From an optimization exercise on the open Yosys and OpenROAD flow, aimed at small area; shortcuts taken in it are not production practice. In this exercise RTL edits were held to simulation tests only and were not proved equivalent to the original. The flow treats the clock pin as an ideal source, which a real chip does not have. Power is estimated from default activity; no workload was simulated.

==> design.v <==
module top (
    input  wire clk,
    input  wire rst,
    input  wire up,
    input  wire down,
    input  wire rx,
    output wire tx,
    output wire pwm
);
    reg [10:0] ca;
    reg [6:0]  cb;
    reg [2:0]  cm;
    reg        first;
    reg        pwm_q;
    wire cm_end = (cm == 3'd4);
    wire cb_end = (cb == 7'd99);
    wire cnt_wrap = first ? (ca == 11'd1080 && cb == 7'd0 && cm == 3'd1)
                          : (ca == 11'd1079 && cb_end && cm_end);
    always @(posedge clk) begin
        if (rst || cnt_wrap) begin
            ca <= 11'd0;
            cb <= 7'd0;
            cm <= 3'd1;
        end else if (cm_end) begin
            cm <= 3'd0;
            if (cb_end) begin
                cb <= 7'd0;
                ca <= ca + 11'd1;
            end else begin
                cb <= cb + 7'd1;
            end
        end else begin
            cm <= cm + 3'd1;
        end
        if (rst)
            first <= 1'b1;
        else if (cnt_wrap)
            first <= 1'b0;
    end
    wire ureset = rst | (first & (ca == 11'd0) & ((cb < 7'd20) | (cb == 7'd20 && cm <= 3'd1)));
    localparam [3:0] L_I = 4'b0101, L_P = 4'b1000, L_L = 4'b0110,
                     L_T = 4'b1010, L_E = 4'b0011, L_U = 4'b1011,
                     L_D = 4'b0010;
    reg [6:0]  da, db;
    reg [6:0]  tj;
    reg [17:0] itmr;           
    reg        active, start, reached;
    reg [3:0]  cur_l, msg_l;
    reg        up_p, dn_p;
    wire [3:0] rxd;            
    wire       cv;             
    wire can_up = (tj <= 7'd84);
    wire can_dn = (tj >= 7'd27);
    wire [6:0] tj_inc = tj + 7'd2;
    wire [6:0] tj_dec = tj - 7'd2;
    wire is_u   = rxd[3] & rxd[0];
    wire is_d   = ~rxd[3] & ~rxd[2] & ~rxd[0];
    wire idle   = ~active;
    wire cmd    = cv & idle;
    wire b_up   = idle & ~cv & up & ~up_p & can_up;
    wire b_dn   = idle & ~cv & down & ~dn_p & can_dn;
    wire do_dec = cmd ? (is_d & can_dn) : b_dn;
    wire do_inc = cmd ? (is_u & can_up) : (b_up & ~b_dn);
    wire do_abs = cmd & ~is_u & ~is_d;
    wire go     = do_abs | do_inc | do_dec;
    wire [6:0] tj_abs = rxd[3] ? (rxd[1] ? 7'd86 : 7'd25) : (rxd[2] ? 7'd43 : 7'd76);
    always @(posedge clk) begin
        if (rst) begin
            up_p  <= 1'b0;
            dn_p  <= 1'b0;
            start <= 1'b0;
            tj    <= 7'd43;
            cur_l <= L_I;
        end else begin
            up_p  <= up;
            dn_p  <= down;
            start <= go;
            if (do_abs)
                tj <= tj_abs;
            else if (do_inc)
                tj <= tj_inc;
            else if (do_dec)
                tj <= tj_dec;
            if (go)
                cur_l <= cmd ? rxd : (do_dec ? L_D : L_U);
        end
    end
    wire [7:0] dd     = {1'b0, tj} - {1'b0, da};           
    wire       a_lt   = ~dd[7] & (dd != 8'd0);
    wire       wrap_up = (db > 7'd90);
    wire       wrap_dn = (db < 7'd9);
    wire       near   = ((dd == 8'd0) & wrap_dn) | ((dd == 8'd1) & wrap_up & (db != 7'd91));
    wire [6:0] db_k   = a_lt ? (wrap_up ? 7'd37 : 7'd9) : (wrap_dn ? 7'd91 : 7'd119);
    wire [6:0] db_s   = db + db_k;
    wire [6:0] da_s   = da + (a_lt ? {6'd0, wrap_up} : {7{wrap_dn}});
    wire       itmr_done = (itmr == 18'h35314);
    always @(posedge clk) begin
        if (rst) begin
            reached <= 1'b0;
            active  <= 1'b0;
            da      <= 7'd43;
            db      <= 7'd0;
            msg_l   <= L_I;
        end else begin
            reached <= 1'b0;
            if (start) begin
                active <= 1'b1;
            end else if (active && itmr_done) begin
                if (near) begin
                    da      <= tj;
                    db      <= 7'd0;
                    active  <= 1'b0;
                    reached <= 1'b1;
                    msg_l   <= cur_l;
                end else begin
                    da <= da_s;
                    db <= db_s;
                end
            end
        end
    end
    always @(posedge clk) begin
        if (start || !active || itmr_done)
            itmr <= 18'd0;
        else
            itmr <= {itmr[16:0], ~(itmr[17] ^ itmr[10])};
    end
    always @(posedge clk) begin
        if (rst) pwm_q <= 1'b0;
        else     pwm_q <= (ca < {4'd0, da}) | ((ca == {4'd0, da}) & (cb < db));
    end
    assign pwm = pwm_q;
    reg [21:0] utmr;           
    wire utmr_done = (utmr == 22'h34f018);
    always @(posedge clk) begin
        if (ureset || utmr_done)
            utmr <= 22'd0;
        else
            utmr <= {utmr[20:0], ~(utmr[21] ^ utmr[20])};
    end
    reg        s1, s2;
    reg [3:0]  rxv;            
    reg [11:0] rc;
    reg [3:0]  rxd_q;          
    reg        rok;            
    reg [1:0]  rp;             
    wire rc_done = (rc == 12'h0c5);
    always @(posedge clk) begin
        if (ureset) begin
            s1  <= 1'b1;
            s2  <= 1'b1;
            rxv <= 4'd0;
            rp  <= 2'd0;
        end else begin
            s1 <= rx;
            s2 <= s1;
            if (rp != 2'd0)
                rp <= rp + 2'd1;
            else if (rxv == 4'd10 && rc_done && s2)
                rp <= 2'd1;
            case (rxv)
                4'd0: if (!s2) rxv <= 4'd1;
                4'd1: if (rc_done) rxv <= s2 ? 4'd0 : 4'd2;
                4'd10: if (rc_done) rxv <= 4'd0;
                4'd2, 4'd3, 4'd4, 4'd5, 4'd6, 4'd7, 4'd8, 4'd9:
                    if (rc_done) rxv <= rxv + 4'd1;
                default: rxv <= 4'd0;
            endcase
        end
    end
    always @(posedge clk) begin
        if (rxv == 4'd0)
            rc <= 12'hd8b;
        else if (rc_done)
            rc <= 12'd0;
        else
            rc <= {rc[10:0], ~(rc[11] ^ rc[10])};
    end
    always @(posedge clk) begin
        if (rc_done) begin
            case (rxv)
                4'd2: begin rxd_q[0] <= s2; rok <= 1'b1; end
                4'd3: rok <= rok & ~s2;
                4'd4: rxd_q[1] <= s2;
                4'd5: rxd_q[2] <= s2;
                4'd6: rxd_q[3] <= s2;
                4'd7, 4'd8: rok <= rok & s2;
                4'd9: rok <= rok & ~s2;
                default: ;
            endcase
        end
    end
    assign rxd = rxd_q;
    reg rvalid;
    always @(*) begin
        case (rxd_q)
            L_I, L_P, L_L, L_T, L_E, L_U, L_D: rvalid = rok;
            default: rvalid = 1'b0;
        endcase
    end
    assign cv = (rp == 2'd3) & rvalid;
    reg [1:0]  pend;           
    reg [3:0]  txv;
    reg [11:0] tc;
    reg [3:0]  ch;             
    wire tc_done = (tc == 12'h0c5);
    wire busy    = txv[3] | (txv[2] & txv[1]);
    wire p_free  = (pend == 2'd0) | (pend == 2'd3);
    always @(posedge clk) begin
        if (ureset) begin
            pend <= 2'd0;
        end else if (rp == 2'd2 && rvalid && p_free) begin
            pend <= 2'd1;
        end else if (txv == 4'd5) begin
            pend <= 2'd0;
        end else if (reached && p_free) begin
            pend <= 2'd2;
        end else if (utmr_done && pend == 2'd0) begin
            pend <= 2'd3;
        end
    end
    always @(posedge clk) begin
        if (ureset) begin
            txv <= 4'd0;
        end else begin
            case (txv)
                4'd0: if (pend != 2'd0) txv <= 4'd4;
                4'd4, 4'd5: txv <= txv + 4'd1;
                4'd1, 4'd2, 4'd3: txv <= 4'd0;
                default: if (tc_done) txv <= txv + 4'd1;
            endcase
        end
    end
    always @(posedge clk) begin
        if (!busy || tc_done)
            tc <= 12'd0;
        else
            tc <= {tc[10:0], ~(tc[11] ^ tc[10])};
    end
    always @(posedge clk) begin
        if (txv == 4'd4) begin
            case (pend)
                2'd1:    ch <= 4'b0001;    
                2'd2:    ch <= 4'b0000;    
                default: ch <= msg_l;
            endcase
        end
    end
    wire ch_r = (ch == 4'b0000);
    reg txo;
    always @(*) begin
        case (txv)
            4'd6:  txo = 1'b0;
            4'd7:  txo = ch[0];
            4'd8:  txo = ch_r;
            4'd9:  txo = ch[1];
            4'd10: txo = ch[2];
            4'd11: txo = ch[3] | ch_r;
            4'd12: txo = 1'b0;
            4'd13: txo = 1'b1;
            4'd14: txo = 1'b0;
            default: txo = 1'b1;
        endcase
    end
    assign tx = txo;
endmodule
==> flow/run.sh <==
#!/bin/bash
# Standard ORFS flow (standard.sh) with these changes:
#  - synthesis maps with an area-oriented ABC script (flow/abc_area.script,
#    selected with ABC_AREA=1), and adders are left to ABC instead of being
#    mapped to half/full-adder cells first (ADDER_MAP_FILE empty);
#  - port buffers use buf_1;
#  - the clock tree uses clkbuf_4 cells (clkbuf_8 at the root) and no dummy
#    loads, and right after clock tree synthesis flow/fix_clk.tcl upsizes
#    any clock buffer that drives more than 12 pins to clkbuf_8, to keep
#    clock-pin slews low.
# The make output goes to flow.log; ORFS writes each step's log under orfs/logs.
set -euo pipefail
rm -rf scripts
cp -r "$FLOW_HOME/scripts" scripts
cp flow/abc_area.script scripts/abc_area.script
cp flow/fix_clk.tcl scripts/fix_clk.tcl
sed -i 's|^log_cmd clock_tree_synthesis {\*}$cts_args|&\nsource $::env(SCRIPTS_DIR)/fix_clk.tcl|' scripts/cts.tcl
grep -q fix_clk scripts/cts.tcl
bash standard.sh SCRIPTS_DIR="$PWD/scripts" ABC_AREA=1 ADDER_MAP_FILE= \
  "BUFFER_PORTS_ARGS=-buffer_cell sky130_fd_sc_hd__buf_1" \
  "CTS_ARGS=-sink_clustering_enable -repair_clock_nets -dont_use_dummy_load -buf_list sky130_fd_sc_hd__clkbuf_4 -root_buf sky130_fd_sc_hd__clkbuf_8" \
  finish > flow.log 2>&1
==> flow/abc_area.script <==
strash
&get -n
&fraig -x
&put
dc2
balance
rewrite
refactor
balance
rewrite
rewrite -z
balance
refactor -z
rewrite -z
balance
dc2
balance
rewrite
refactor
balance
rewrite
rewrite -z
balance
refactor -z
rewrite -z
balance
strash
&get -n
&dch -f
&nf -R 1000
&put
==> flow/fix_clk.tcl <==
# Upsize clock buffers that drive many flip-flops so that every clock pin
# keeps a fast edge.
set db [ord::get_db]
set big [$db findMaster sky130_fd_sc_hd__clkbuf_8]
foreach inst [[ord::get_db_block] getInsts] {
  if {[[$inst getMaster] getName] eq "sky130_fd_sc_hd__clkbuf_4"} {
    set net [[$inst findITerm X] getNet]
    if {$net ne "NULL" && [llength [$net getITerms]] > 12} {
      puts "fix_clk: upsizing [$inst getName] ([llength [$net getITerms]] pins)"
      $inst swapMaster $big
    }
  }
}
==> standard.sh <==
#!/bin/bash
# synth_recipe.tcl (not shown) runs the flow's synth.tcl, then flattens the netlist and writes it again
# the make line also repeats each setting of config.mk as NAME=value (left out here)
make -C /OpenROAD-flow-scripts/flow DESIGN_CONFIG=/design/flow/config.mk WORK_HOME=/design/flow/orfs CLKGATE_MAP_FILE= SYNTH_SCRIPT=/design/flow/synth_recipe.tcl "${@:-finish}"
==> config.mk <==
export PLATFORM = sky130hd
export DESIGN_NAME = top
export DESIGN_NICKNAME = top
export VERILOG_FILES = /design/flow/design.v
export SDC_FILE = /design/flow/constraint.sdc
export NUM_CORES = 4
export LEC_CHECK = 0
export CAP_MARGIN = 20
export CORE_MARGIN = 2
export CORE_UTILIZATION = 40
export PLACE_DENSITY = 0.6
export SLEW_MARGIN = 20
==> constraint.sdc <==
create_clock -name core_clock -period 20.0 [get_ports {clk}]
set_input_delay 4.0000 -clock core_clock [delete_from_list [all_inputs] [get_ports {clk}]]
set_output_delay 4.0000 -clock core_clock [all_outputs]
set_load 0.01 [all_outputs]
==> results.toml, run 1 <==
[timing]
hold_viol_final = 0
grt_setup_unrepaired = "false"
maxSlewViolCount = 0
fmax_mhz = 145.7
holdWs_ns = 0.4307
layout_min_cycle_time_ns = 6.865
relSlewSlack = 0.2880
finalSetupTns_ns = 0
setup_viol = 0
period_share = 0.3432
worst_slew_pin_slew_ns = 1.068
fin_worst_skew_ns = 0.02643

[grt]
grt_pass1_wl_um = 21550
grt_pass1_vias = 4697
grtUsageTotal = 0.1629
grt_max_degree = 36
grt-ovfl-total = 0
antenna_found_initial = 0

[clocking]
post-cts-setup-buffers = 0
numCtsBuffers = 17
ctsResizeCount = 0
cts_hold_repair.buffers = 0
tritoncts = "done"
clock-sinks = 144
insertion_delay_ns = 0.43
clk_pin_slew_ns = 0.09

[route]
wl_um = 12070
first_pass_iters = 5
postRouteAntennaNets = 0
top_layer = "met4"
drt-initial-drc-count = 241
via_per_inst = 5.436
wl_met1_um = 5921
num_vias = 4920
wl_met3_um = 381
drc_errors = 0
wl_met2_um = 5490
wl_per_cell_um = 13.34

[power_and_ir_drop]
switching_power_mw = 0.2075
power_frac_seq = 0.498
irDropWorstVdd_uv = 51.65
p_per_area_mw_per_mm2 = 95.13
sw_frac_of_total = 0.3321
p_leak_nw = 2.292
clkPwrFrac = 0.222
combPwrFrac = 0.281
p_int_mw = 0.4173
power_mw = 0.6247

[synthesis]
syn_area_mm2 = 0.006127
synth_flop_cell = "dfxtp_1"
synth_most_common_cell = "dfxtp_1"
yosys_warnings = 1
synth_fp_nets = 698
async_flop_share = 0
synthTopCellsByCount = "135 x dfxtp_1, 78 x nor2_1, 54 x a21oi_1"
yosysTopAreaCell = "dfxtp_1"
yosysSeqAreaShare = 0.4852
syn_inst = 693
synth.top_cells.by_area = "dfxtp_1 44%, and2_0 5.4%, nor2_1 4.8%, a21oi_1 4.4%, edfxtp_1 4.4%"
synth_edf_count = 9
synth_top_area_share = 0.4411
ys_seq_elements = 144
avgSynthCellArea_um2 = 8.841
synth.distinct_cells = 49

[placement]
portBuffers = 6
post-dp-hpwl_um = 8554
placed_area_mm2 = 0.006399
gp_congestion = 0.8863

[floorplanning]
rows = 45
die_w_um = 127.8
die_area_mm2 = 0.01632
start_util = 0.4061
boundaryPins = 7
fp.dieH_um = 127.8
core_mm2 = 0.01509

[critical_path]
start_kind = "input port"
crit_fanout = 5
arrival_ns = 7.18
endpoint_kind = "flip-flop"
required_ns = 20.32
ff2ff_setup_slack_ns = 14.61
path_class = "in -> reg"

[run_status]
outcome = "complete, no violations"

[min_path]
hp-class = "reg -> reg"

[cells_and_area]
fin_nets = 724
diodes = 0
fillers = 1498
syn2layout_area_growth_pct = 7.188
final_area_mm2 = 0.006568
drive_gt1_frac = 0.03068
utilization = 0.4352

[run]
drv_cap = 0
[sequential cells by signal (all words and copies together) (netlist names), 7 cells and up]
name,cells
cb,7
utmr,22
itmr,18
tc,12
rc,12
ca,11
db,7
tj,7
da,7
[through the flow]
stage	setup WS [ns]	instances
after floorplan	13.39	693
after global placement	12.98	888
after detailed placement	12.81	888
after CTS	13.22	905
after global routing	12.72	905
final	13.14	905
[power by group through the flow]
| stage | Combinational, mW | Clock (mW) | Sequential, mW |
|---|---|---|---|
| 4_1_cts | 0.173 | 0.145 | 0.311 |
| 2_1_floorplan | 0.143 | 0 | 0.314 |
| 3_5_place_dp | 0.172 | 0 | 0.317 |
| 3_3_place_gp | 0.164 | 0 | 0.318 |
| 5_1_grt | 0.201 | 0.156 | 0.312 |
| 6_report | 0.175 | 0.138 | 0.311 |
[worst max-delay path: stages]
cell and delay, ns:
buf_1 0.08, nor4b_1 0.55, nor2_1 0.14, nand3_1 0.14, nand2_1 0.07, o2111ai_1 0.12, nor2b_1 0.41, xnor2_1 0.21
nand2_1 0.10, o21ai_0 0.14, o21ai_0 0.14, o21ai_0 0.14, a21boi_0 0.21, a21oi_1 0.09, a21oi_1 0.18, or3_1 0.13
nand3_1 0.07, a221oi_1 0.26
[cell usage in the layout, fill, tap and decap left out, drive strengths merged, types with 7 or more instances in the layout]
master,count
a211oi,10
a21oi,54
a221oi,8
and2,53
and3,21
buf,7
clkbuf,17
clkinv,29
dfxtp,135
edfxtp,9
maj3,7
nand2,49
nand2b,12
nand3,19
nor2,78
nor2b,11
nor3,34
nor4,8
nor4b,9
o21ai,27
or2,8
or3,7
xnor2,27
xor2,12
[cell families (layout without fill, tap and decap cells)]
family                     Yosys count  after routing  synth area share
DFF                                144            144            0.4852
xor gates and xnor gates            39             39           0.05575
AOI/OAI and AO/OA                  150            150            0.1550
muxes                                1              1          0.001634
buffers and inverters               29             53           0.01777
and+or+nand+nor                    323            323            0.2732
adders and majority gates            7              7           0.01144
[metal layers]
layer | vias up | GRT usage
met3 | 25 | 0.03798
met5 | - | 0
met4 | 0 | 0.07692
met1 | 2303 | 0.2158
li1 | 2516 | -
met2 | 76 | 0.2523
[cell type report]
cell class / count / area [um2] / area share
inverter: 29 / 108.9 / 0.01657
sequential: 144 / 2973 / 0.4527
tap: 188 / 235.2 / 0.03582
timing repair buffer: 7 / 30.03 / 0.004572
clock buffer: 17 / 158.9 / 0.02420
multi-input combinational: 520 / 3062 / 0.4662
[worst paths after layout]
kind,cells after the start,to,startpoint
worst min register to register,2,rc[3],rc[2]
worst max-delay path,18,tj[6],down
worst min-delay path,2,rc[3],rc[2]
worst max register to register,25,da[6],tj[1]
==> run 2, diff against run 1 <==
--- a/design.v
+++ b/design.v
@@ -92,7 +92,9 @@
     wire       near   = ((dd == 8'd0) & wrap_dn) | ((dd == 8'd1) & wrap_up & (db != 7'd91));
     wire [6:0] db_k   = a_lt ? (wrap_up ? 7'd37 : 7'd9) : (wrap_dn ? 7'd91 : 7'd119);
     wire [6:0] db_s   = db + db_k;
-    wire [6:0] da_s   = da + (a_lt ? {6'd0, wrap_up} : {7{wrap_dn}});
+    wire       da_up  = near ? dd[0] : (a_lt & wrap_up);
+    wire       da_dn  = ~near & ~a_lt & wrap_dn;
+    wire [6:0] da_s   = da + {{6{da_dn}}, da_up | da_dn};
     wire       itmr_done = (itmr == 18'h35314);
     always @(posedge clk) begin
         if (rst) begin
@@ -106,14 +108,13 @@
             if (start) begin
                 active <= 1'b1;
             end else if (active && itmr_done) begin
+                da <= da_s;
                 if (near) begin
-                    da      <= tj;
                     db      <= 7'd0;
                     active  <= 1'b0;
                     reached <= 1'b1;
                     msg_l   <= cur_l;
                 end else begin
-                    da <= da_s;
                     db <= db_s;
                 end
             end
@@ -130,13 +131,12 @@
         else     pwm_q <= (ca < {4'd0, da}) | ((ca == {4'd0, da}) & (cb < db));
     end
     assign pwm = pwm_q;
-    reg [21:0] utmr;           
-    wire utmr_done = (utmr == 22'h34f018);
-    always @(posedge clk) begin
-        if (ureset || utmr_done)
-            utmr <= 22'd0;
-        else
-            utmr <= {utmr[20:0], ~(utmr[21] ^ utmr[20])};
+    localparam [21:0] UT_E = 22'h34e820;
+    reg [21:0] utmr;
+    wire utmr_done = (utmr == UT_E);
+    always @(posedge clk) begin
+        utmr <= {utmr[20:0] & ~({21{utmr_done}} & UT_E[20:0]),
+                 ~ureset & ~(utmr[21] ^ utmr[12])};
     end
     reg        s1, s2;
     reg [3:0]  rxv;            
@@ -144,7 +144,9 @@
     reg [3:0]  rxd_q;          
     reg        rok;            
     reg [1:0]  rp;             
-    wire rc_done = (rc == 12'h0c5);
+    localparam [11:0] RC_E  = 12'h0c5;
+    localparam [11:0] RC_EH = 12'hec5;
+    wire rc_done = (rxv == 4'd1) ? (rc == RC_EH) : (rc == RC_E);
     always @(posedge clk) begin
         if (ureset) begin
             s1  <= 1'b1;
@@ -156,36 +158,33 @@
             s2 <= s1;
             if (rp != 2'd0)
                 rp <= rp + 2'd1;
-            else if (rxv == 4'd10 && rc_done && s2)
+            else if (rxv == 4'd2 && rc_done && s2)
                 rp <= 2'd1;
             case (rxv)
                 4'd0: if (!s2) rxv <= 4'd1;
-                4'd1: if (rc_done) rxv <= s2 ? 4'd0 : 4'd2;
-                4'd10: if (rc_done) rxv <= 4'd0;
-                4'd2, 4'd3, 4'd4, 4'd5, 4'd6, 4'd7, 4'd8, 4'd9:
+                4'd1: if (rc_done) rxv <= s2 ? 4'd0 : 4'd8;
+                4'd2: if (rc_done) rxv <= 4'd0;
+                4'd15: if (rc_done) rxv <= 4'd2;
+                4'd8, 4'd9, 4'd10, 4'd11, 4'd12, 4'd13, 4'd14:
                     if (rc_done) rxv <= rxv + 4'd1;
                 default: rxv <= 4'd0;
             endcase
         end
     end
     always @(posedge clk) begin
-        if (rxv == 4'd0)
-            rc <= 12'hd8b;
-        else if (rc_done)
-            rc <= 12'd0;
-        else
-            rc <= {rc[10:0], ~(rc[11] ^ rc[10])};
+        rc <= {rc[10:0] & ~({11{rc_done}} & (RC_E[10:0] | RC_EH[10:0])),
+               (rxv != 4'd0) & ~rc_done & ~(rc[11] ^ rc[10])};
     end
     always @(posedge clk) begin
         if (rc_done) begin
             case (rxv)
-                4'd2: begin rxd_q[0] <= s2; rok <= 1'b1; end
-                4'd3: rok <= rok & ~s2;
-                4'd4: rxd_q[1] <= s2;
-                4'd5: rxd_q[2] <= s2;
-                4'd6: rxd_q[3] <= s2;
-                4'd7, 4'd8: rok <= rok & s2;
+                4'd8: begin rxd_q[0] <= s2; rok <= 1'b1; end
                 4'd9: rok <= rok & ~s2;
+                4'd10: rxd_q[1] <= s2;
+                4'd11: rxd_q[2] <= s2;
+                4'd12: rxd_q[3] <= s2;
+                4'd13, 4'd14: rok <= rok & s2;
+                4'd15: rok <= rok & ~s2;
                 default: ;
             endcase
         end
@@ -203,15 +202,16 @@
     reg [3:0]  txv;
     reg [11:0] tc;
     reg [3:0]  ch;             
-    wire tc_done = (tc == 12'h0c5);
-    wire busy    = txv[3] | (txv[2] & txv[1]);
+    localparam [11:0] TC_E = 12'h0c5;
+    wire tc_done = (tc == TC_E);
+    wire busy    = txv[3] | (txv == 4'd7) | (txv == 4'd1);
     wire p_free  = (pend == 2'd0) | (pend == 2'd3);
     always @(posedge clk) begin
         if (ureset) begin
             pend <= 2'd0;
         end else if (rp == 2'd2 && rvalid && p_free) begin
             pend <= 2'd1;
-        end else if (txv == 4'd5) begin
+        end else if (txv == 4'd6) begin
             pend <= 2'd0;
         end else if (reached && p_free) begin
             pend <= 2'd2;
@@ -224,21 +224,22 @@
             txv <= 4'd0;
         end else begin
             case (txv)
-                4'd0: if (pend != 2'd0) txv <= 4'd4;
-                4'd4, 4'd5: txv <= txv + 4'd1;
-                4'd1, 4'd2, 4'd3: txv <= 4'd0;
-                default: if (tc_done) txv <= txv + 4'd1;
-            endcase
-        end
-    end
-    always @(posedge clk) begin
-        if (!busy || tc_done)
-            tc <= 12'd0;
-        else
-            tc <= {tc[10:0], ~(tc[11] ^ tc[10])};
-    end
-    always @(posedge clk) begin
-        if (txv == 4'd4) begin
+                4'd0: if (pend != 2'd0) txv <= 4'd5;
+                4'd5, 4'd6: txv <= txv + 4'd1;
+                4'd1: if (tc_done) txv <= 4'd0;
+                4'd15: if (tc_done) txv <= 4'd1;
+                4'd7, 4'd8, 4'd9, 4'd10, 4'd11, 4'd12, 4'd13, 4'd14:
+                    if (tc_done) txv <= txv + 4'd1;
+                default: txv <= 4'd0;
+            endcase
+        end
+    end
+    always @(posedge clk) begin
+        tc <= {tc[10:0] & ~({11{tc_done}} & TC_E[10:0]),
+               busy & ~tc_done & ~(tc[11] ^ tc[10])};
+    end
+    always @(posedge clk) begin
+        if (txv == 4'd5) begin
             case (pend)
                 2'd1:    ch <= 4'b0001;    
                 2'd2:    ch <= 4'b0000;    
@@ -250,15 +251,15 @@
     reg txo;
     always @(*) begin
         case (txv)
-            4'd6:  txo = 1'b0;
-            4'd7:  txo = ch[0];
-            4'd8:  txo = ch_r;
-            4'd9:  txo = ch[1];
-            4'd10: txo = ch[2];
-            4'd11: txo = ch[3] | ch_r;
-            4'd12: txo = 1'b0;
-            4'd13: txo = 1'b1;
-            4'd14: txo = 1'b0;
+            4'd7:  txo = 1'b0;
+            4'd8:  txo = ch[0];
+            4'd9:  txo = ch_r;
+            4'd10: txo = ch[1];
+            4'd11: txo = ch[2];
+            4'd12: txo = ch[3] | ch_r;
+            4'd13: txo = 1'b0;
+            4'd14: txo = 1'b1;
+            4'd15: txo = 1'b0;
             default: txo = 1'b1;
         endcase
     end
==> results.toml, run 2 <==
[synthesis]
synth_flop_cell = "dfxtp_1"
synth-xor-area-share = 0.06154
yosys.area_share.adder = 0.01675
syn_inst = 659
synth.top_cells.by_area = "dfxtp_1 45%, nor2_1 5.3%, edfxtp_1 4.5%, xnor2_1 4.4%, a21oi_1 3.9%"
ys_seq_elements = 144
synth_top_family_by_area = "simple AND/OR/NAND/NOR gates"
synthSimpleGateAreaFrac = 0.2485
async_flop_share = 0
yosysTopAreaCell = "dfxtp_1"
synth.distinct_cells = 57
avgSynthCellArea_um2 = 9.070
yosysSeqAreaShare = 0.4974
synth_top_area_share = 0.4522
yosys_warnings = 1
synth.mux.area_fraction = 0
synth_most_common_cell = "dfxtp_1"
syn_area_mm2 = 0.005977
synth_compound_area_frac = 0.1557
synthTopCellsByCount = "135 x dfxtp_1, 85 x nor2_1, 46 x a21oi_1"
synth_edf_count = 9
synth_fp_nets = 664

[cells_and_area]
layout_common_cells = "135 x dfxtp_1, 85 x nor2_1, 46 x a21oi_1"
largest_register_ffs = 22
diodes = 0
syn2layout_area_growth_pct = 7.494
fin_nets = 693
drive_gt1_frac = 0.03207
largest-register = "utmr"
top_regs = "utmr (22), itmr (18)"
final_common_cell = "dfxtp_1"

[run_status]
outcome = "complete, no violations"

[timing]
fin_worst_skew_ns = 0.03750
period_share = 0.3495
hold_viol_final = 0
setup_viol = 0
fin_ws_ns = 13.01
fmax_mhz = 143.1
worst_slew_pin_slew_ns = 0.9429
finalSetupTns_ns = 0
layout_min_cycle_time_ns = 6.989
maxSlewViolCount = 0
relSlewSlack = 0.3693
grt_setup_unrepaired = "false"

[critical_path]
endpoint_kind = "flip-flop"
start_kind = "input port"
arrival_ns = 7.29
path_class = "in -> reg"
required_ns = 20.30
crit_fanout = 10

[floorplanning]
start_util = 0.4097
boundaryPins = 7
rows = 44
die_area_mm2 = 0.01594
die_w_um = 126.2
core_mm2 = 0.01459
fp.dieH_um = 126.2

[run]
drv_cap = 0

[placement]
post-dp-hpwl_um = 8141
portBuffers = 6
gp_congestion = 0.8648
dp_worst_setup_slack_ns = 12.68

[power_and_ir_drop]
irDropWorstVdd_uv = 51.72
p_per_area_mw_per_mm2 = 97.93
p_leak_nw = 2.228

[grt]
antenna_found_initial = 0
grt_use_met2 = 0.2404
top_usage_layer = "met2"
grt-ovfl-total = 0
grt_pass1_vias = 4428
grtUsageMet1 = 0.1987
grtUsageTotal = 0.1525
grt_pass1_wl_um = 20200
use_met3 = 0.04036
grt_max_degree = 35

[clocking]
numCtsBuffers = 17
clock-sinks = 144
insertion_delay_ns = 0.42
cts_hold_repair.buffers = 0
tritoncts = "done"
clk_pin_slew_ns = 0.10
ctsResizeCount = 0
post-cts-setup-buffers = 0

[route]
wl_per_cell_um = 13.34
wl_um = 11610
postRouteAntennaNets = 0
drt-initial-drc-count = 282
drc_errors = 0
num_vias = 4631
first_pass_iters = 4
via_per_inst = 5.323

[min_path]
hp-class = "reg -> reg"
## run 2: cell count changes in the layout (fill, tap and decap cells not counted), sizes merged, moves of 5 or more
cell / delta
nor3b: +6
nor4b: -5
or3: -5
nand3: -9
and2: -24
nor3: -7
nor2: +7
nor2b: +12
and3: -14
a21oi: -8
## run 2: per-stage QoR
step	hold slack, ns	cell area, um2	util	instances	power, mW
2_1_floorplan	0.3224	5977	-	659	0.4640
3_3_place_gp	0.3285	6279	0.4304	853	0.4927
3_5_place_dp	0.3343	6279	0.4304	853	0.5021
4_1_cts	0.3281	6425	0.4404	870	0.6348
5_1_grt	0.3350	6425	0.4404	870	0.6727
6_report	0.3267	6425	0.4404	870	0.6292
## run 2: worst paths after layout
path         startpoint       to  slack [ns]  cells past startpoint
max                down    tj[6]       13.01                     19
min             utmr[1]  utmr[2]        0.33                      0
max reg2reg       tj[1]    da[5]       14.31                     26
min reg2reg     utmr[1]  utmr[2]        0.33                      0
## run 2: critical path, cell delays in order
cell and delay (ns):
buf_1 0.10, nand4b_1 0.17, and2_0 0.23, and4b_1 0.19, a31oi_1 0.24, nor2_1 0.11, nor2_1 0.51, xnor2_1 0.20
clkinv_1 0.10, nand2_1 0.08, a21boi_0 0.30, nor2_1 0.07, a21oi_1 0.19, nor2_1 0.10, nand2_1 0.10, o211ai_1 0.11
xor2_1 0.15, nand2_1 0.06, a221oi_1 0.26
## run 2: final cells by class
cell class	instances	area (um2)
Clock buffer	17	146.4
Fill cell	1417	8164
Inverter	32	120.1
Multi-Input combinational cell	483	2903
Sequential cell	144	2973
Tap cell	184	230.2
Timing Repair Buffer	10	52.55
## run 2: cell families (layout without fill, tap and decap cells)
kind of cell,count (synthesis),after routing
adders and majority gates,10,10
and+or+nand+nor,288,288
DFF,144,144
xor gates and xnor gates,42,42
buffers and inverters,32,59
AOI/OAI and AO/OA,143,143
## run 2: report_power, final
group | internal [mW] | switching, mW
registers | 0.299 | 0.0132
logic | 0.0774 | 0.109
clock network | 0.0460 | 0.0850
total | 0.422 | 0.207
## run 2: routing by layer
layer  vias to the layer above  part of all wire
met2                        68              0.45
li1                       2401                 -
met3                         6             0.033
met5                         -                 0
met1                      2156              0.50
met4                         0             0.015
==> run 3, diff against run 2 <==
--- a/flow/abc_area.script
+++ b/flow/abc_area.script
@@ -24,8 +24,19 @@
 refactor -z
 rewrite -z
 balance
+dc2
+balance
+rewrite
+refactor
+balance
+rewrite
+rewrite -z
+balance
+refactor -z
+rewrite -z
+balance
 strash
 &get -n
 &dch -f
-&nf -R 1000
+&nf -R 1000 -p -E 20
 &put
==> results.toml, run 3 <==
[run_status]
outcome = "complete, no violations"

[route]
num_vias = 4730
via_per_inst = 5.481
postRouteAntennaNets = 0
wl_um = 11680
drc_errors = 0
wl_per_cell_um = 13.53
first_pass_iters = 5
drt-initial-drc-count = 280

[synthesis]
synth.distinct_cells = 59
yosys_warnings = 1
synthSimpleGateAreaFrac = 0.2378
syn_inst = 653
synth_edf_count = 9
synth_flop_cell = "dfxtp_1"
ys_seq_elements = 144
syn_area_mm2 = 0.005971
synth-xor-area-share = 0.05868
synth_fp_nets = 658
synth_top_area_share = 0.4526
async_flop_share = 0
synth_top_family_by_area = "simple AND/OR/NAND/NOR gates"
synth_compound_area_frac = 0.1754
yosysSeqAreaShare = 0.4979
synth.mux.area_fraction = 0
avgSynthCellArea_um2 = 9.144
synthTopCellsByCount = "135 x dfxtp_1, 60 x nor2_1, 55 x a21oi_1"
synth.top_cells.by_area = "dfxtp_1 45%, a21oi_1 4.6%, edfxtp_1 4.5%, xnor2_1 4.1%, nor2_1 3.8%"
yosys.area_share.adder = 0.01006
synth_most_common_cell = "dfxtp_1"
yosysTopAreaCell = "dfxtp_1"

[cells_and_area]
final_common_cell = "dfxtp_1"
regArea_mm2 = 0.002973
fin_nets = 686
largest-register = "utmr"
syn2layout_area_growth_pct = 7.397
largest_register_ffs = 22
layout_common_cells = "135 x dfxtp_1, 60 x nor2_1, 55 x a21oi_1"
multi_input_area_mm2 = 0.002885
diodes = 0
top_regs = "utmr (22), itmr (18)"
fillers = 1460
final_area_mm2 = 0.006412
drive_gt1_frac = 0.03093

[timing]
maxSlewViolCount = 0
relSlewSlack = 0.2672
fin_worst_skew_ns = 0.03825
layout_min_cycle_time_ns = 6.532
period_share = 0.3266
grt_setup_unrepaired = "false"
hold_viol_final = 0
worst_slew_pin_slew_ns = 1.099
fmax_mhz = 153.1
setup_viol = 0
finalSetupTns_ns = 0

[clocking]
clock-sinks = 144
cts_hold_repair.buffers = 0
numCtsBuffers = 17
ctsResizeCount = 0
insertion_delay_ns = 0.41
clk_pin_slew_ns = 0.09
tritoncts = "done"
post-cts-setup-buffers = 0

[power_and_ir_drop]
p_per_area_mw_per_mm2 = 92.54
switching_power_mw = 0.1823
irDropWorstVdd_uv = 53.92
sw_frac_of_total = 0.3072
p_leak_nw = 2.248
combPwrFrac = 0.254
p_int_mw = 0.4111
clkPwrFrac = 0.227
power_frac_seq = 0.519

[critical_path]
cp_slowest_stage_delay_ns = 0.60
crit_top_cell = "maj3_1"
required_ns = 20.30
start_kind = "input port"
crit_fanout = 11
path_class = "in -> reg"
arrival_ns = 6.83
slowest_stage = "nor2b_1"
endpoint_kind = "flip-flop"
path_cells = "buf_1 -> nor3b_1 -> nor4bb_1 -> a31oi_1 -> nand2b_1 -> nor2b_1 -> maj3_1 -> maj3_1 -> o21ai_0 -> o211ai_1 -> xnor2_1 -> nand2_1 -> a221oi_1"
ff2ff_setup_slack_ns = 14.59

[min_path]
hp-class = "reg -> reg"

[grt]
grt_max_degree = 34
grt_pass1_wl_um = 20160
grt_pass1_vias = 4452
grt-ovfl-total = 0
antenna_found_initial = 0
grtUsageTotal = 0.1510

[placement]
portBuffers = 6
placed_area_mm2 = 0.006254
gp_congestion = 0.8592
post-dp-hpwl_um = 8308

[floorplanning]
fp.dieH_um = 126.2
die_area_mm2 = 0.01592
rows = 44
start_util = 0.4108
boundaryPins = 7
core_mm2 = 0.01453
die_w_um = 126.2

[run]
drv_cap = 0
-- run 3: cell count changes after synthesis, moves of 4 or more --
cell      delta
nor2b_1     -13
and3_1      +19
maj3_1       -4
nor2_1      -25
a211oi_1     +4
nor3_1       +7
o21ai_0      +7
a22oi_1      -4
a21oi_1      +9
-- run 3: metal layers --
metal / global-route usage / part of all wire / vias to the layer above
met5: 0 / 0 / -
met4: 0.04396 / 0.0060 / 0
met3: 0.03866 / 0.033 / 6
met2: 0.2530 / 0.48 / 63
met1: 0.1927 / 0.49 / 2238
li1: - / - / 2423
-- run 3: layout make-up --
cell class,count,area share
repair buffers,9,0.007024
clock buffers,17,0.02478
well taps,184,0.03590
flip-flops and latches,144,0.4636
inverters,32,0.01873
multi-input cells,477,0.4500
-- run 3: power groups by stage --
stage	clock network, mW	registers [mW]	logic [mW]
6_report	0.135	0.308	0.151
5_1_grt	0.153	0.310	0.169
4_1_cts	0.142	0.308	0.150
3_5_place_dp	0	0.315	0.148
3_3_place_gp	0	0.314	0.145
2_1_floorplan	0	0.311	0.125
-- run 3: path summary, 6_finish.rpt --
path / startpoint / to / depth (start not counted)
max: down / tj[6] / 13
min: utmr[4] / utmr[5] / 0
max reg2reg: tj[1] / da[6] / 24
min reg2reg: utmr[4] / utmr[5] / 0
-- run 3: critical path: cells and delay by family --
family | cells | cell delay (ns)
simple gates | 5 | 1.17
fa+ha+maj | 2 | 0.56
buf+inv | 1 | 0.08
compound gates | 4 | 0.87
xor+xnor | 1 | 0.14
-- run 3: cells by family (layout without fill, tap and decap cells) --
kind of cell,Yosys count,count (layout)
adder cells (fa/ha/maj),6,6
buffers and inverters,32,58
AO/OA/AOI/OAI,163,163
XOR/XNOR,40,40
AND/OR/NAND/NOR,268,268
flip-flops,144,144
-- run 3: per-stage QoR --
step	std cells	util	power, mW	worst slack, ns	hold WS [ns]
floorplan	653	-	0.4360	13.56	0.3224
global placement	846	0.4303	0.4597	13.25	0.3307
detailed placement	846	0.4303	0.4630	13.10	0.3364
CTS	863	0.4412	0.5997	13.52	0.3363
global route	863	0.4412	0.6319	13.19	0.3470
finish	863	0.4412	0.5934	13.47	0.3325
==> run 4, diff against run 3 <==
--- a/design.v
+++ b/design.v
@@ -41,7 +41,9 @@
     localparam [3:0] L_I = 4'b0101, L_P = 4'b1000, L_L = 4'b0110,
                      L_T = 4'b1010, L_E = 4'b0011, L_U = 4'b1011,
                      L_D = 4'b0010;
-    reg [6:0]  da, db;
+    reg [6:0]  dan, dbn;       
+    wire [6:0] da = ~dan;
+    wire [6:0] db = ~dbn;
     reg [6:0]  tj;
     reg [17:0] itmr;           
     reg        active, start, reached;
@@ -100,22 +102,22 @@
         if (rst) begin
             reached <= 1'b0;
             active  <= 1'b0;
-            da      <= 7'd43;
-            db      <= 7'd0;
+            dan     <= ~7'd43;
+            dbn     <= ~7'd0;
             msg_l   <= L_I;
         end else begin
             reached <= 1'b0;
             if (start) begin
                 active <= 1'b1;
             end else if (active && itmr_done) begin
-                da <= da_s;
+                dan <= ~da_s;
                 if (near) begin
-                    db      <= 7'd0;
+                    dbn     <= ~7'd0;
                     active  <= 1'b0;
                     reached <= 1'b1;
                     msg_l   <= cur_l;
                 end else begin
-                    db <= db_s;
+                    dbn <= ~db_s;
                 end
             end
         end
==> results.toml, run 4 <==
[route]
via_per_inst = 5.407
num_vias = 4531
wl_per_cell_um = 13.44
first_pass_iters = 6
wl_um = 11260
drc_errors = 0
postRouteAntennaNets = 0
drt-initial-drc-count = 319

[floorplanning]
die_area_mm2 = 0.01567
die_w_um = 125.2
core_mm2 = 0.01442
rows = 44
boundaryPins = 7
fp.dieH_um = 125.2
start_util = 0.4073

[critical_path]
ff2ff_setup_slack_ns = 14.52
start_kind = "input port"
r2r-start = "dan[0]"
crit_fanout = 10
required_ns = 20.29
endpoint_kind = "flip-flop"
r2r_cells = 21
rr_endpoint = "dan[5]"
path_class = "in -> reg"
arrival_ns = 6.96

[timing]
period_share = 0.3331
maxSlewViolCount = 0
finalSetupTns_ns = 0
setup_viol = 0
layout_min_cycle_time_ns = 6.663
relSlewSlack = 0.4065
grt_setup_unrepaired = "false"
fin_worst_skew_ns = 0.04017
hold_viol_final = 0
fmax_mhz = 150.1
worst_slew_pin_slew_ns = 0.8870

[grt]
grtUsageTotal = 0.1537
grt_max_degree = 28
antenna_found_initial = 0
grt_pass1_vias = 4307
grt_pass1_wl_um = 20010
grt-ovfl-total = 0

[cells_and_area]
drive_gt1_frac = 0.03364
syn2layout_area_growth_pct = 7.433
diodes = 0
largest-register = "utmr"
fin_nets = 661
top_regs = "utmr (22), itmr (18)"
final_common_cell = "dfxtp_1"
fillers = 1417
largest_register_ffs = 22
utilization = 0.4375
layout_common_cells = "135 x dfxtp_1, 68 x nor2_1, 40 x a21oi_1"

[synthesis]
yosys_warnings = 1
synth_flop_cell = "dfxtp_1"
avgSynthCellArea_um2 = 9.369
syn_inst = 627
syn_area_mm2 = 0.005874
ys_seq_elements = 144
synth.distinct_cells = 55
synth_fp_nets = 632
synth.top_cells.by_area = "dfxtp_1 46%, xnor2_1 5.7%, edfxtp_1 4.6%, nor2_1 4.3%, a21oi_1 3.4%"
synth_most_common_cell = "dfxtp_1"
yosysSeqAreaShare = 0.5061
synth_top_area_share = 0.4601
synthTopCellsByCount = "135 x dfxtp_1, 68 x nor2_1, 40 x a21oi_1"
async_flop_share = 0
synth_edf_count = 9
yosysTopAreaCell = "dfxtp_1"

[placement]
gp_congestion = 0.8320
post-dp-hpwl_um = 7919
portBuffers = 6

[min_path]
hp-class = "reg -> reg"
min_from = "utmr[2]"
hold_end = "utmr[3]"
hold_path_depth = 0

[clocking]
clk_pin_slew_ns = 0.08
insertion_delay_ns = 0.43
post-cts-setup-buffers = 0
cts_hold_repair.buffers = 0
tritoncts = "done"
ctsResizeCount = 0
numCtsBuffers = 17
clock-sinks = 144

[run_status]
outcome = "complete, no violations"

[power_and_ir_drop]
irDropWorstVdd_uv = 70.80
p_per_area_mw_per_mm2 = 102.6
p_leak_nw = 2.158

[run]
drv_cap = 0
## run 4: cell types whose count changed after synthesis, sizes merged, moves of 7 or more
cell	before	now
nor2	60	68
clkinv	32	16
nand2	44	37
xnor2	28	38
and3	26	9
a21oi	55	40
nor2b	10	28
## run 4: where the power goes
group | internal (mW) | switching [mW] | total (mW)
Clock | 0.0458 | 0.0837 | 0.130
Sequential | 0.300 | 0.0178 | 0.318
Combinational | 0.0965 | 0.104 | 0.201
Total | 0.442 | 0.206 | 0.648
## run 4: worst max path at each step
stage	slack (ns)	to	from
final	13.34	tj[6]	down
after detailed placement	12.94	tj[6]	down
after global routing	13.04	tj[6]	down
after global placement	13.05	tj[6]	down
after floorplan	13.33	tj[6]	down
after CTS	13.38	tj[6]	down
## run 4: worst max-delay path, cell delays in order
cell	delay, ns
buf_1	0.08
nand3_1	0.10
nand2_1	0.11
nor4bb_1	0.31
a31oi_1	0.11
nand3b_1	0.20
nor2b_1	0.27
maj3_1	0.45
maj3_1	0.41
maj3_1	0.39
o21ai_0	0.09
nand2_1	0.08
xor2_1	0.15
a21oi_1	0.16
nor3_1	0.07
## run 4: cell families (layout without fill, tap and decap cells)
group	Yosys count	after routing	share of synthesized area
buffers and inverters	16	43	0.01022
AND/OR/NAND/NOR	266	266	0.2368
multiplexers	1	1	0.001917
XOR/XNOR	48	48	0.07156
adder cells (fa/ha/maj)	12	12	0.02045
flip-flops	144	144	0.5061
AO/OA/AOI/OAI	140	140	0.1529
## run 4: stage by stage
| stage | std cells | hold WS, ns | worst slack, ns | power, mW | instance area (um2) |
|---|---|---|---|---|---|
| 3_5_place_dp | 821 | 0.3343 | 12.94 | 0.5248 | 6165 |
| 6_report | 838 | 0.3518 | 13.34 | 0.6477 | 6311 |
| 4_1_cts | 838 | 0.3540 | 13.38 | 0.6556 | 6311 |
| 2_1_floorplan | 627 | 0.3224 | 13.33 | 0.4893 | 5874 |
| 3_3_place_gp | 821 | 0.3277 | 13.05 | 0.5194 | 6165 |
| 5_1_grt | 838 | 0.3630 | 13.04 | 0.6979 | 6311 |
## run 4: final cells by class
class	count	area, um2	share of cell area
flip-flops and latches	144	2973	0.4711
multi-input cells	467	2849	0.4514
well taps	184	230.2	0.03648
clock buffers	17	146.4	0.02320
inverters	16	60.06	0.009516
repair buffers	10	52.55	0.008327
## run 4: per-layer routing
| layer | up-vias | part of all wire | GRT usage |
|---|---|---|---|
| met4 | 0 | 0.017 | 0.06601 |
| met1 | 2123 | 0.49 | 0.2055 |
| met5 | - | 0 | 0 |
| li1 | 2327 | - | - |
| met3 | 14 | 0.033 | 0.04022 |
| met2 | 67 | 0.46 | 0.2356 |
==> run 5, diff against run 4 <==
--- a/design.v
+++ b/design.v
@@ -47,7 +47,7 @@
     reg [6:0]  tj;
     reg [17:0] itmr;           
     reg        active, start, reached;
-    reg [3:0]  cur_l, msg_l;
+    reg [2:0]  cur_c, msg_c;
     reg        up_p, dn_p;
     wire [3:0] rxd;            
     wire       cv;             
@@ -72,7 +72,7 @@
             dn_p  <= 1'b0;
             start <= 1'b0;
             tj    <= 7'd43;
-            cur_l <= L_I;
+            cur_c <= 3'b011;
         end else begin
             up_p  <= up;
             dn_p  <= down;
@@ -84,7 +84,7 @@
             else if (do_dec)
                 tj <= tj_dec;
             if (go)
-                cur_l <= cmd ? rxd : (do_dec ? L_D : L_U);
+                cur_c <= cmd ? {rxd[3], rxd[0], rxd[3] ? rxd[1] : rxd[2]} : (do_dec ? 3'b000 : 3'b111);
         end
     end
     wire [7:0] dd     = {1'b0, tj} - {1'b0, da};           
@@ -104,7 +104,7 @@
             active  <= 1'b0;
             dan     <= ~7'd43;
             dbn     <= ~7'd0;
-            msg_l   <= L_I;
+            msg_c   <= 3'b011;
         end else begin
             reached <= 1'b0;
             if (start) begin
@@ -115,7 +115,7 @@
                     dbn     <= ~7'd0;
                     active  <= 1'b0;
                     reached <= 1'b1;
-                    msg_l   <= cur_l;
+                    msg_c   <= cur_c;
                 end else begin
                     dbn <= ~db_s;
                 end
@@ -204,6 +204,8 @@
     reg [3:0]  txv;
     reg [11:0] tc;
     reg [3:0]  ch;             
+    wire [3:0] msg_l = {msg_c[2], ~msg_c[2] & msg_c[0],
+                        msg_c[2] ? msg_c[0] : ~(msg_c[1] & msg_c[0]), msg_c[1]};
     localparam [11:0] TC_E = 12'h0c5;
     wire tc_done = (tc == TC_E);
     wire busy    = txv[3] | (txv == 4'd7) | (txv == 4'd1);
@@ -245,7 +247,7 @@
             case (pend)
                 2'd1:    ch <= 4'b0001;    
                 2'd2:    ch <= 4'b0000;    
-                default: ch <= msg_l;
+                default: ch <= msg_l;    
             endcase
         end
     end
==> results.toml, run 5 <==
[grt]
grt_max_degree = 29
grt_pass1_wl_um = 19930
grt-ovfl-total = 0
grtUsageTotal = 0.1539
antenna_found_initial = 0
grt_pass1_vias = 4275

[clocking]
post-cts-setup-buffers = 0
ctsResizeCount = 0
insertion_delay_ns = 0.43
tritoncts = "done"
numCtsBuffers = 17
clock-sinks = 142
clk_pin_slew_ns = 0.11
cts_hold_repair.buffers = 0

[critical_path]
r2r-start = "tj[1]"
slowest_stage = "nor2b_1"
endpoint_kind = "flip-flop"
required_ns = 20.35
path_class = "in -> reg"
cp-startpoint = "down"
arrival_ns = 7.05
crit_fanout = 11
start_kind = "input port"
crit_buf_inv = 1
path_cells = "buf_1 -> nand3_1 -> and2_0 -> and4b_1 -> a31oi_1 -> nand3b_1 -> nor2b_1 -> xnor2_1 -> o21ai_0 -> maj3_1 -> o21ai_0 -> o211ai_1 -> o211ai_1 -> a211oi_1"
cp_slowest_stage_delay_ns = 0.60
ff2ff_setup_slack_ns = 14.37
path_delay_family = "simple AND/OR/NAND/NOR gates"

[synthesis]
yosys.area_share.adder = 0.01532
synth.top_cells.by_area = "dfxtp_1 45%, xnor2_1 4.6%, edfxtp_1 4.6%, a21oi_1 4.5%, nor2_1 4.0%"
yosys_warnings = 1
yosysSeqAreaShare = 0.4988
synth_most_common_cell = "dfxtp_1"
synth.distinct_cells = 50
synthSimpleGateAreaFrac = 0.2341
avgSynthCellArea_um2 = 9.318
synth.mux.area_fraction = 0.005320
synth_top_family_by_area = "simple AND/OR/NAND/NOR gates"
ys_seq_elements = 142
synth_compound_area_frac = 0.1675
synth_flop_cell = "dfxtp_1"
synth-xor-area-share = 0.07001
yosysTopAreaCell = "dfxtp_1"
syn_inst = 631
synth_top_area_share = 0.4529
synthTopCellsByCount = "133 x dfxtp_1, 62 x nor2_1, 53 x a21oi_1"
async_flop_share = 0
syn_area_mm2 = 0.005879
synth_fp_nets = 636
synth_edf_count = 9

[timing]
maxSlewViolCount = 0
hold_viol_final = 0
finalSetupTns_ns = 0
fmax_mhz = 149.3
period_share = 0.3349
setup_viol = 0
worst_slew_pin_slew_ns = 1.011
layout_min_cycle_time_ns = 6.698
relSlewSlack = 0.3243
grt_setup_unrepaired = "false"
fin_worst_skew_ns = 0.03268

[placement]
portBuffers = 6
post-dp-hpwl_um = 8002
gp_congestion = 0.9166

[cells_and_area]
multi_input_area_mm2 = 0.002902
final_common_cell = "dfxtp_1"
largest_register_ffs = 22
largest-register = "utmr"
layout_common_cells = "133 x dfxtp_1, 62 x nor2_1, 53 x a21oi_1"
drive_gt1_frac = 0.03049
diodes = 0
top_regs = "utmr (22), itmr (18)"
syn2layout_area_growth_pct = 7.172
fillers = 1405
fin_nets = 663
regArea_mm2 = 0.002933

[power_and_ir_drop]
switching_power_mw = 0.2153
clkPwrFrac = 0.202
sw_frac_of_total = 0.3352
combPwrFrac = 0.315
p_per_area_mw_per_mm2 = 102.0
power_frac_seq = 0.484
p_int_mw = 0.4271
power_mw = 0.6424
p_leak_nw = 2.092
irDropWorstVdd_uv = 53.69

[floorplanning]
boundaryPins = 7
die_w_um = 125.2
die_area_mm2 = 0.01568
start_util = 0.4076
fp.dieH_um = 125.2
core_mm2 = 0.01442
rows = 44

[route]
drt-initial-drc-count = 235
wl_um = 11500
first_pass_iters = 5
wl_per_cell_um = 13.69
num_vias = 4606
via_per_inst = 5.483
drc_errors = 0
postRouteAntennaNets = 0

[run_status]
outcome = "complete, no violations"

[run]
drv_cap = 0

[min_path]
min_from = "utmr[17]"
hp-class = "reg -> reg"
[run 5: cell types whose count changed in the layout (fill, tap and decap cells not counted), moves of 5 or more]
cell     previous run  this run
nand2_1            37        30
a211o_1             1         6
xnor2_1            38        31
nor2_1             68        62
o21ai_0            32        39
a21oi_1            40        53
xor2_1             10        16
[run 5: cell families (layout without fill, tap and decap cells)]
group | after synthesis | after routing
AND/OR/NAND/NOR | 257 | 257
AO/OA/AOI/OAI | 159 | 159
flip-flops | 142 | 142
XOR/XNOR | 47 | 47
buffers and inverters | 14 | 39
adder cells (fa/ha/maj) | 9 | 9
multiplexers | 3 | 3
[run 5: area by class of cell]
type / instances / share of cell area
repair buffers: 8 / 0.005957
clock buffers: 17 / 0.02323
multi-input cells: 475 / 0.4605
well taps: 184 / 0.03654
flip-flops and latches: 142 / 0.4654
inverters: 14 / 0.008340
[run 5: worst reg2reg max path: stages (launching register included)]
cell and delay [ns]:
dfxtp_1 0.47, clkinv_1 0.23, o21ai_0 0.32, nand2_1 0.11
a21oi_1 0.20, a21oi_1 0.09, o21ai_0 0.29, maj3_1 0.27
a21oi_1 0.09, o211ai_1 0.11, nor3b_1 0.85, nor2_1 0.16
nand2_1 0.49, xnor2_1 0.23, a21oi_1 0.15, maj3_1 0.40
maj3_1 0.41, a21oi_1 0.19, nor2_1 0.08, xnor2_1 0.14
nor2_1 0.05, a211oi_1 0.19
[run 5: worst paths after layout]
kind | to | cells past startpoint
worst min-delay path | utmr[18] | 0
worst max register to register | dan[5] | 21
worst max-delay path | tj[6] | 14
worst min register to register | utmr[18] | 0
[run 5: per-layer routing]
| layer | part of all wire | global-route usage | wire [um] | up-vias |
|---|---|---|---|---|
| met3 | 0.042 | 0.05306 | 478 | 22 |
| met2 | 0.46 | 0.2414 | 5271 | 74 |
| met5 | 0 | 0 | 0 | - |
| met4 | 0.021 | 0.06340 | 242 | 0 |
| met1 | 0.48 | 0.1943 | 5511 | 2144 |
| li1 | - | - | - | 2366 |
[run 5: power groups by stage]
| stage | Clock, mW | Sequential, mW | Combinational, mW |
|---|---|---|---|
| CTS | 0.136 | 0.310 | 0.201 |
| global route | 0.147 | 0.312 | 0.226 |
| global placement | 0 | 0.317 | 0.192 |
| floorplan | 0 | 0.312 | 0.169 |
| detailed placement | 0 | 0.317 | 0.199 |
| finish | 0.130 | 0.311 | 0.202 |
[run 5: metrics by stage]
stage	hold WS, ns	util	std cells	setup slack [ns]	cell area, um2
3_3_place_gp	0.3300	0.4267	823	12.98	6155
2_1_floorplan	0.3224	-	631	13.34	5879
5_1_grt	0.3522	0.4368	840	13.03	6301
3_5_place_dp	0.3319	0.4267	823	12.87	6155
4_1_cts	0.3485	0.4368	840	13.32	6301
6_report	0.3444	0.4368	840	13.30	6301
==> run 6, diff against run 5 <==
--- a/design.v
+++ b/design.v
@@ -14,11 +14,11 @@
     reg        pwm_q;
     wire cm_end = (cm == 3'd4);
     wire cb_end = (cb == 7'd99);
-    wire cnt_wrap = first ? (ca == 11'd1080 && cb == 7'd0 && cm == 3'd1)
-                          : (ca == 11'd1079 && cb_end && cm_end);
+    wire cnt_wrap = first ? (ca == 11'd1055 && cb == 7'd0 && cm == 3'd1)
+                          : (ca == 11'd1054 && cb_end && cm_end);
     always @(posedge clk) begin
         if (rst || cnt_wrap) begin
-            ca <= 11'd0;
+            ca <= 11'd2023;
             cb <= 7'd0;
             cm <= 3'd1;
         end else if (cm_end) begin
@@ -37,24 +37,25 @@
         else if (cnt_wrap)
             first <= 1'b0;
     end
-    wire ureset = rst | (first & (ca == 11'd0) & ((cb < 7'd20) | (cb == 7'd20 && cm <= 3'd1)));
+    wire ureset = rst | (first & (ca == 11'd2023) & ((cb < 7'd20) | (cb == 7'd20 && cm <= 3'd1)));
     localparam [3:0] L_I = 4'b0101, L_P = 4'b1000, L_L = 4'b0110,
                      L_T = 4'b1010, L_E = 4'b0011, L_U = 4'b1011,
                      L_D = 4'b0010;
-    reg [6:0]  dan, dbn;       
-    wire [6:0] da = ~dan;
+    reg [5:0]  dan;            
+    reg [6:0]  dbn;
+    wire [5:0] da = ~dan;
     wire [6:0] db = ~dbn;
-    reg [6:0]  tj;
+    reg [5:0]  tj;
     reg [17:0] itmr;           
     reg        active, start, reached;
     reg [2:0]  cur_c, msg_c;
     reg        up_p, dn_p;
     wire [3:0] rxd;            
     wire       cv;             
-    wire can_up = (tj <= 7'd84);
-    wire can_dn = (tj >= 7'd27);
-    wire [6:0] tj_inc = tj + 7'd2;
-    wire [6:0] tj_dec = tj - 7'd2;
+    wire can_up = (tj <= 6'd59);
+    wire can_dn = (tj >= 6'd2);
+    wire [5:0] tj_inc = tj + 6'd2;
+    wire [5:0] tj_dec = tj - 6'd2;
     wire is_u   = rxd[3] & rxd[0];
     wire is_d   = ~rxd[3] & ~rxd[2] & ~rxd[0];
     wire idle   = ~active;
@@ -65,13 +66,13 @@
     wire do_inc = cmd ? (is_u & can_up) : (b_up & ~b_dn);
     wire do_abs = cmd & ~is_u & ~is_d;
     wire go     = do_abs | do_inc | do_dec;
-    wire [6:0] tj_abs = rxd[3] ? (rxd[1] ? 7'd86 : 7'd25) : (rxd[2] ? 7'd43 : 7'd76);
+    wire [5:0] tj_abs = rxd[3] ? (rxd[1] ? 6'd61 : 6'd0) : (rxd[2] ? 6'd18 : 6'd51);
     always @(posedge clk) begin
         if (rst) begin
             up_p  <= 1'b0;
             dn_p  <= 1'b0;
             start <= 1'b0;
-            tj    <= 7'd43;
+            tj    <= 6'd18;
             cur_c <= 3'b011;
         end else begin
             up_p  <= up;
@@ -87,22 +88,22 @@
                 cur_c <= cmd ? {rxd[3], rxd[0], rxd[3] ? rxd[1] : rxd[2]} : (do_dec ? 3'b000 : 3'b111);
         end
     end
-    wire [7:0] dd     = {1'b0, tj} - {1'b0, da};           
-    wire       a_lt   = ~dd[7] & (dd != 8'd0);
+    wire [6:0] dd     = {1'b0, tj} - {1'b0, da};           
+    wire       a_lt   = ~dd[6] & (dd != 7'd0);
     wire       wrap_up = (db > 7'd90);
     wire       wrap_dn = (db < 7'd9);
-    wire       near   = ((dd == 8'd0) & wrap_dn) | ((dd == 8'd1) & wrap_up & (db != 7'd91));
+    wire       near   = ((dd == 7'd0) & wrap_dn) | ((dd == 7'd1) & wrap_up & (db != 7'd91));
     wire [6:0] db_k   = a_lt ? (wrap_up ? 7'd37 : 7'd9) : (wrap_dn ? 7'd91 : 7'd119);
     wire [6:0] db_s   = db + db_k;
     wire       da_up  = near ? dd[0] : (a_lt & wrap_up);
     wire       da_dn  = ~near & ~a_lt & wrap_dn;
-    wire [6:0] da_s   = da + {{6{da_dn}}, da_up | da_dn};
+    wire [5:0] da_s   = da + {{5{da_dn}}, da_up | da_dn};
     wire       itmr_done = (itmr == 18'h35314);
     always @(posedge clk) begin
         if (rst) begin
             reached <= 1'b0;
             active  <= 1'b0;
-            dan     <= ~7'd43;
+            dan     <= ~6'd18;
             dbn     <= ~7'd0;
             msg_c   <= 3'b011;
         end else begin
@@ -130,7 +131,7 @@
     end
     always @(posedge clk) begin
         if (rst) pwm_q <= 1'b0;
-        else     pwm_q <= (ca < {4'd0, da}) | ((ca == {4'd0, da}) & (cb < db));
+        else     pwm_q <= (ca >= 11'd2023) | (ca < {5'd0, da}) | ((ca == {5'd0, da}) & (cb < db));
     end
     assign pwm = pwm_q;
     localparam [21:0] UT_E = 22'h34e820;
==> results.toml, run 6 <==
[run_status]
outcome = "complete, no violations"

[synthesis]
synth_flop_cell = "dfxtp_1"
avgSynthCellArea_um2 = 9.296
synth.distinct_cells = 51
yosysSeqAreaShare = 0.5085
synth_most_common_cell = "dfxtp_1"
synthTopCellsByCount = "131 x dfxtp_1, 60 x nor2_1, 40 x a21oi_1"
syn_area_mm2 = 0.005689
syn_inst = 612
synth_edf_count = 9
synth_fp_nets = 617
yosys_warnings = 1
yosysTopAreaCell = "dfxtp_1"
synth.top_cells.by_area = "dfxtp_1 46%, edfxtp_1 4.8%, nor2_1 4.0%, xnor2_1 3.8%, a21oi_1 3.5%"
async_flop_share = 0
synth_top_area_share = 0.4610
ys_seq_elements = 140

[clocking]
cts_hold_repair.buffers = 0
insertion_delay_ns = 0.41
ctsResizeCount = 0
post-cts-setup-buffers = 0
numCtsBuffers = 17
clk_pin_slew_ns = 0.11
clock-sinks = 140
tritoncts = "done"

[grt]
grt_pass1_wl_um = 19490
grtUsageTotal = 0.1619
grt-ovfl-total = 0
grt_max_degree = 23
grt_pass1_vias = 4243
antenna_found_initial = 0

[critical_path]
required_ns = 20.37
endpoint_kind = "flip-flop"
path_cells = "buf_1 -> and4b_1 -> nor4b_1 -> a22oi_1 -> a41oi_1 -> nor4_1 -> or2_0 -> clkinv_1 -> o21ai_0 -> o22a_1"
cp-startpoint = "down"
r2r_cells = 19
arrival_ns = 6.44
path_class = "in -> reg"
start_kind = "input port"
r2r-start = "tj[1]"
crit_fanout = 7
ff2ff_setup_slack_ns = 15.51
crit_end = "cur_c[1]"
cp_slowest_stage_delay_ns = 0.92
rr_endpoint = "dan[4]"
slowest_stage = "nor4_1"

[route]
num_vias = 4408
wl_per_cell_um = 13.62
via_per_inst = 5.389
wl_um = 11140
postRouteAntennaNets = 0
first_pass_iters = 4
drt-initial-drc-count = 293
drc_errors = 0

[floorplanning]
core_mm2 = 0.01388
die_w_um = 123.3
rows = 43
die_area_mm2 = 0.01519
fp.dieH_um = 123.3
boundaryPins = 7
start_util = 0.4099

[timing]
period_share = 0.3033
fin_ws_ns = 13.93
finalSetupTns_ns = 0
fin_worst_skew_ns = 0.02587
maxSlewViolCount = 0
relSlewSlack = 0.2943
hold_viol_final = 0
worst_slew_pin_slew_ns = 1.049
grt_setup_unrepaired = "false"
fmax_mhz = 164.8
setup_viol = 0
layout_min_cycle_time_ns = 6.067

[run]
drv_cap = 0

[cells_and_area]
diodes = 0
final_common_cell = "dfxtp_1"
drive_gt1_frac = 0.03448
top_regs = "utmr (22), itmr (18)"
regArea_mm2 = 0.002893
largest_register_ffs = 22
layout_common_cells = "131 x dfxtp_1, 60 x nor2_1, 40 x a21oi_1"
largest-register = "utmr"
syn2layout_area_growth_pct = 7.346
fin_nets = 645
multi_input_area_mm2 = 0.002714
fillers = 1354

[placement]
dp_worst_setup_slack_ns = 13.66
gp_congestion = 0.8503
post-dp-hpwl_um = 7799
portBuffers = 6

[min_path]
hold_path_depth = 0
hp-class = "reg -> reg"

[power_and_ir_drop]
p_leak_nw = 2.149
irDropWorstVdd_uv = 40.48
p_per_area_mw_per_mm2 = 77.31
-- run 6: changes by cell type after synthesis, sizes merged, moves of 4 or more --
| cell | change |
|---|---|
| xor2 | -5 |
| clkinv | +10 |
| xnor2 | -6 |
| and3 | +18 |
| maj3 | -4 |
| nor3 | -8 |
| a211o | -5 |
| nand2b | +4 |
| and2 | -12 |
| a21oi | -13 |
| nor2b | -4 |
-- run 6: report_power, final --
group	leakage (nW)	internal [mW]	total [mW]	switching [mW]
sequential	1.14	0.285	0.290	0.00535
clock	0.0834	0.0439	0.128	0.0842
combinational	0.925	0.0225	0.0540	0.0315
-- run 6: how the worst min path moves through the flow --
stage	startpoint	to	slack, ns
global route	utmr[1]	utmr[2]	0.34
CTS	utmr[1]	utmr[2]	0.33
detailed placement	utmr[7]	utmr[8]	0.33
finish	utmr[1]	utmr[2]	0.33
global placement	utmr[19]	utmr[20]	0.33
floorplan	rc[1]	rc[2]	0.32
-- run 6: kinds of logic (layout without fill, tap and decap cells) --
kind of cell / after synthesis / count (layout) / synth area share
buf+inv: 24 / 50 / 0.01584
xor+xnor: 36 / 36 / 0.05542
simple gates: 257 / 257 / 0.2441
mux: 2 / 2 / 0.003519
compound gates: 148 / 148 / 0.1638
fa+ha+maj: 5 / 5 / 0.008797
flops: 140 / 140 / 0.5085
-- run 6: worst max-delay path: cells and delay by family --
kind            cells  cell delay (ns)
simple gates        4             1.55
buf+inv             2             0.23
compound gates      4             0.66
-- run 6: per-layer routing --
metal | up-vias | track usage | wire length (um)
met5 | - | 0 | 0
met4 | 0 | 0.05327 | 157
met3 | 10 | 0.05627 | 256
met2 | 50 | 0.2534 | 5170
met1 | 2054 | 0.2086 | 5555
li1 | 2294 | - | -
-- run 6: through the flow --
step                cells  total power [mW]  cell area, um2    util  hold slack, ns
finish                818            0.4721            6107  0.4400          0.3312
global route          818            0.4985            6107  0.4400          0.3417
CTS                   818            0.4775            6100  0.4394          0.3333
detailed placement    801            0.3491            5959  0.4293          0.3345
global placement      801            0.3476            5959  0.4293          0.3304
floorplan             612            0.3384            5689       -          0.3224
-- run 6: layout make-up --
type | count | area share
multi-input cells | 448 | 0.4444
inverters | 24 | 0.01475
well taps | 180 | 0.03688
clock buffers | 17 | 0.02295
flip-flops and latches | 140 | 0.4737
repair buffers | 9 | 0.007376

## afterwards: timing with drivers on the ports
In the flow no input, the clock included, has a driving cell. The finished layouts below were timed again as built, in two steps. Step 1, drivers: a clkbuf_16 drives clk and a buf_2 each remaining input, both assumed. Step 2 also shifts input and output timing later by t, the mid clock arrival at the registers, as if the neighbouring blocks saw the same clock. Three values: no drivers, after step 1, after step 2; two values: the first two.
run | t (ns) | setup WS [ns] | worst hold slack (ns)
run 1 | 0.456 | 13.135 / 13.151 / 12.695 | 0.431 / 0.431 / 0.431
run 2 | 0.434 | 13.011 / 13.020 / 12.586 | 0.327 / 0.327 / 0.327
run 3 | 0.431 | 13.468 / 13.480 / 13.049 | 0.332 / 0.332 / 0.332
run 4 | 0.444 | 13.338 / 13.352 / 12.908 | 0.352 / 0.352 / 0.352
run 5 | 0.445 | 13.302 / 13.310 / 12.865 | 0.344 / 0.344 / 0.344
run 6 | 0.436 | 13.933 / 13.945 / 13.509 | 0.331 / 0.331 / 0.331
After both steps setup and hold are still met in every run listed. The setup slack of run 1, which loses most, moves by +0.016 ns with the drivers and by -0.440 ns with both steps.
